This is an optimization exercise on Yosys and OpenROAD, whose aim is small area, a short achievable clock period and few clock cycles per item, not a production implementation. No run shown here included a check of the RTL's function; only the layout flow was run.

## flow/design.v (module list and top-level ports; edited modules follow where they fit)
// module mult32x32_fast: 1471 lines
// module mfa: 4 lines
// module mha: 4 lines
// module menc: 4 lines
// module mbpp: 3 lines
module mult32x32_fast (
    input logic clk,
    input logic reset,
    input logic start,
    input logic [31:0] a,
    input logic [31:0] b,
    output logic busy,
    output logic [63:0] product
);
  // ...
==> flow/run.sh <==
#!/bin/bash
# synth_recipe.tcl (not shown) runs the flow's synth.tcl, then flattens the netlist and writes it again
# the make line also repeats each setting of config.mk as NAME=value (left out here)
make -C /OpenROAD-flow-scripts/flow DESIGN_CONFIG=/design/flow/config.mk WORK_HOME=/design/flow/orfs CLKGATE_MAP_FILE= SYNTH_SCRIPT=/design/flow/synth_recipe.tcl finish
==> flow/config.mk <==
export PLATFORM = sky130hd
export DESIGN_NAME = mult32x32_fast
export DESIGN_NICKNAME = mult32x32_fast
export VERILOG_FILES = /design/flow/design.v
export SDC_FILE = /design/flow/constraint.sdc
export NUM_CORES = 4
export LEC_CHECK = 0
export CAP_MARGIN = 20
export CORE_MARGIN = 2
export CORE_UTILIZATION = 40
export SLEW_MARGIN = 20
export SYNTH_HIERARCHICAL = 1
export SYNTH_MINIMUM_KEEP_SIZE = 0
==> flow/constraint.sdc <==
create_clock -name core_clock -period 10.0 [get_ports {clk}]
set_input_delay 2.0000 -clock core_clock [delete_from_list [all_inputs] [get_ports {clk}]]
set_output_delay 2.0000 -clock core_clock [all_outputs]
set_load 0.01 [all_outputs]
==> flow_summary.toml, run 1 <==
[status]
status = "timing/DRC/antenna clean"

[worst_setup_path]
startpoint = "b[21]"
path_common_cell = "fa_1"
ff2ff_path_depth = 20
slowest_delay_ps = 550
cp-end-kind = "register"

[layout]
seq_cells = 66
top_regs = "H x48, L x16"
inv_count = 30
stdcell_area_mm2 = 0.0203
layout_commonest_cell = "xnor2_1"
nets = 2067
fillers = 3839
buffer_area_frac = 0.102
finish.utilization = 0.481
final_cells = 2213
regArea_mm2 = 0.00198

[global_routing]
grt_overflow = 0
grt_pass1_wl_um = 83700
grt_max_degree = 65
use_met1 = 0.333
gr-max-usage-layer = "met2"
antenna_found_initial = 0

[cts]
clockBufferDepth = 2
ctsHoldBuffers = 0
cts_htree_levels = 3
clock_sinks = 66
cts-buffers-inserted = 9

[sta]
period_share = 0.910
rsz0062_at_grt = "no"
worst_slew_margin_rel = 0.259
tightest_slew_ps = 1110

[synth]
synth_xor_area_frac = 0.164
synth_top_cell_area_share = 0.304
synth_cell_types = 55
synthMuxAreaShare = 0.0426
synth_compound_area_frac = 0.247
synth_area_per_cell_um2 = 12.2

[die]
core_mm2 = 0.0421

[detailed_routing]
vias = 12600
highest_layer = "met4"
==> run 2: changes to the inputs <==
==> flow/flow/run.sh (new file) <==
#!/bin/bash
set -euo pipefail
R=orfs/results/sky130hd/mult32x32_fast/base
export BUFFER_PORTS_ARGS="-buffer_cell sky130_fd_sc_hd__buf_2"
bash standard.sh synth > synth.log 2>&1
python3 flow/resize.py $R/1_2_yosys.v > resize.log 2>&1
touch $R/1_2_yosys.v
bash standard.sh > layout.log 2>&1
==> flow/flow/resize.py (new file) <==
#!/usr/bin/env python3
"""Change the drive strength of combinational cells in the synthesized netlist.
Only cell types listed in MAP are changed; each pair has the same function and pins."""
import re, sys
MAP = {
    "sky130_fd_sc_hd__a22oi_2": "sky130_fd_sc_hd__a22oi_1",
}
path = sys.argv[1]
text = open(path).read()
for old, new in MAP.items():
    n = len(re.findall(r"\b%s\b" % old, text))
    text = re.sub(r"\b%s\b" % old, new, text)
    print(f"{old} -> {new}: {n} instances")
open(path, "w").write(text)
==> flow/standard.sh (new file) <==
#!/bin/bash
# synth_recipe.tcl (not shown) runs the flow's synth.tcl, then flattens the netlist and writes it again
# the make line also repeats each setting of config.mk as NAME=value (left out here)
make -C /OpenROAD-flow-scripts/flow DESIGN_CONFIG=/design/flow/config.mk WORK_HOME=/design/flow/orfs CLKGATE_MAP_FILE= SYNTH_SCRIPT=/design/flow/synth_recipe.tcl "${@:-finish}"
removed: flow/run.sh
==> run 2 against run 1 <==
Core utilization decreased by 2.4 points. Non-clock buffer count fell by 68. Via count down 1.2%. Clock-buffer cell count did not move. Clock skew barely moved. Area after synthesis is 7.7% lower. Largest cell class unchanged. Synthesized cell count is the same. Critical path depth unchanged.
==> flow_summary.toml, run 2 <==
[status]
status = "timing/DRC/antenna clean"

[detailed_routing]
highest_layer = "met4"
postRouteAntennaNets = 0
vias = 12500
drc_errors = 0
drtPass1Iterations = 8
vias_per_cell = 5.88
wl_met1_um = 20100
routed_wl_um = 50200
dr_wl_met3_um = 2460
met2RoutedLength_um = 25800
wire_per_inst_um = 23.6
first_iter_violations = 1066

[cts]
ctsHoldBuffers = 0
cts_tree = "done"
cts-buffers-inserted = 9
clock_sinks = 66
clockBufferDepth = 2
ctsResizeCount = 0
clk_pin_slew_worst_paths_ps = 60
post_cts_buffers = 0
root_buffer = "clkbuf_16"
clock_latency_ps = 350
cts_htree_levels = 3

[synth]
ys_warn_count = 7
synth_area_mm2 = 0.0158
netlist_instances = 1412
synth_area_per_cell_um2 = 11.2

[die]
start_util = 0.407
ios = 132
die_h_um = 203
die_w_um = 203
rows = 72
core_mm2 = 0.0389
fp.dieArea_mm2 = 0.0412

[worst_setup_path]
worst_ep_arrival_time_ps = 8910
slowest_delay_ps = 520
cp-end-kind = "register"
cp-start-kind = "input pin"
cp_top_family = "adder cells"
crit_buf_inv = 3
ff2ff_path_depth = 20
cp_cell_sequence = "buf_2, mux2i_1, inv_2, buf_4, o22ai_2, a22oi_1, xnor2_1, fa_1, fa_1, fa_1, fa_1, fa_1, ha_1, a21oi_1, nor2_1, a211oi_1, o221ai_1, a221oi_4, o31ai_2, or4_1, o211a_1"
r2r_slack_ps = 2110
cp_max_fo = 20
path_common_cell = "fa_1"
required_ps = 10100
cp_slowest_cell = "fa_1"
path_class = "in -> reg"
rr_endpoint = "H[42]"
r2r_start = "busy"

[global_routing]
grt_max_degree = 52
grt_usage = 0.245
grt_pass1_wl_um = 77200
antenna_found_initial = 0
grt_pass1_vias = 13100
grt_overflow = 0

[layout]
top_regs = "H x48, L x16"
synthToLayoutAreaGrowth_pct = 12.3
largest_reg_flops = 48
regMostFlops = "H"
fillers = 3709
multi_input_area_mm2 = 0.0138
nets = 1999
final_cell_mix = "xnor2_1 (287), a22oi_1 (264), fa_1 (261)"
finish.utilization = 0.457
layout_commonest_cell = "xnor2_1"
regArea_mm2 = 0.00198
drive_gt1_frac = 0.173

[worst_hold_path]
hold_start = "H[3]"
hold_class = "reg -> reg"
hold_path_depth = 0
min_to = "L[3]"

[sta]
rsz0062_at_grt = "no"
worst_slew_margin_rel = 0.327
clock_skew_ps = 9.62
max_freq_mhz = 113
hold_violations = 0
min_period_ps = 8810
fin_tns_setup_ps = 0
tightest_slew_ps = 1010
setup_viol = 0
period_share = 0.881
drv_slew = 0

[placed_design]
portBuffers = 131
dp_hpwl_um = 39800
gp_congestion = 0.892

[run]
cap_violations = 0
-- run 2: final cells by class --
class | instances | area share
clock inverter | 7 | 0.00520
clock buffer | 9 | 0.0127
multi-input combinational | 1329 | 0.776
tap | 518 | 0.0364
antenna | 1 | 0.000141
sequential | 66 | 0.111
timing repair buffer | 165 | 0.0519
inverter | 30 | 0.00633
-- run 2: stage by stage --
stage / cell area (µm²) / hold WS, ps / cells / worst slack (ps)
floorplan: 16000 / 440 / 1443 / 954
global placement: 17500 / 454 / 2108 / 963
detailed placement: 17500 / 463 / 2108 / 854
CTS: 17800 / 477 / 2124 / 1210
global route: 17800 / 485 / 2124 / 667
finish: 17800 / 473 / 2125 / 1190
-- run 2: layer usage --
layer,vias to the layer above,track usage
li1,5503,-
met1,6423,0.308
met2,474,0.436
met3,90,0.0228
met4,0,0.0952
met5,-,0
-- run 2: worst max-delay path by stage --
stage | startpoint | end | slack (ps) | cells after the start
after global placement | b[23] | H[42] | 960 | 20
final | b[17] | H[42] | 1190 | 21
after global routing | b[17] | H[41] | 670 | 21
after detailed placement | b[23] | H[42] | 850 | 20
after CTS | b[23] | H[42] | 1210 | 20
after floorplan | b[17] | H[42] | 950 | 19
-- run 2: worst reg2reg max path: cells and delay by family (launching register included) --
family / cells / cell delay, ps
simple gates: 2 / 510
compound gates: 8 / 2340
xor+xnor: 1 / 270
mux: 1 / 490
fa+ha+maj: 6 / 2710
buf+inv: 2 / 640
flops: 1 / 690

-- what the ideal ports hide --
The flow's constraints put no driver on any port. The routed layouts listed below were extracted and timed again, unchanged, in two steps. Step 1: set_driving_cell puts a clkbuf_16 on clk and a buf_2 on each other input, an assumption about the parent block. Step 2 moves the port delays by t, midway between the first and last clock arrival at a register: inputs arrive t later, outputs are due t later. That takes back most of the time a late clock gives input paths. a / b / c = ideal / step 1 / step 2; a / b = the first two.
run	t (ns)	setup WS [ns]	clock arrival spread, ns
run 1	0.378	0.897 / 0.914 / 0.536	0.009 / 0.010
run 2	0.378	1.187 / 1.205 / 0.827	0.010 / 0.011
After both steps every run listed still meets setup and hold. For run 1, which loses most, drivers alone change the setup slack by +0.017 ns; drivers and shift together by -0.361 ns.
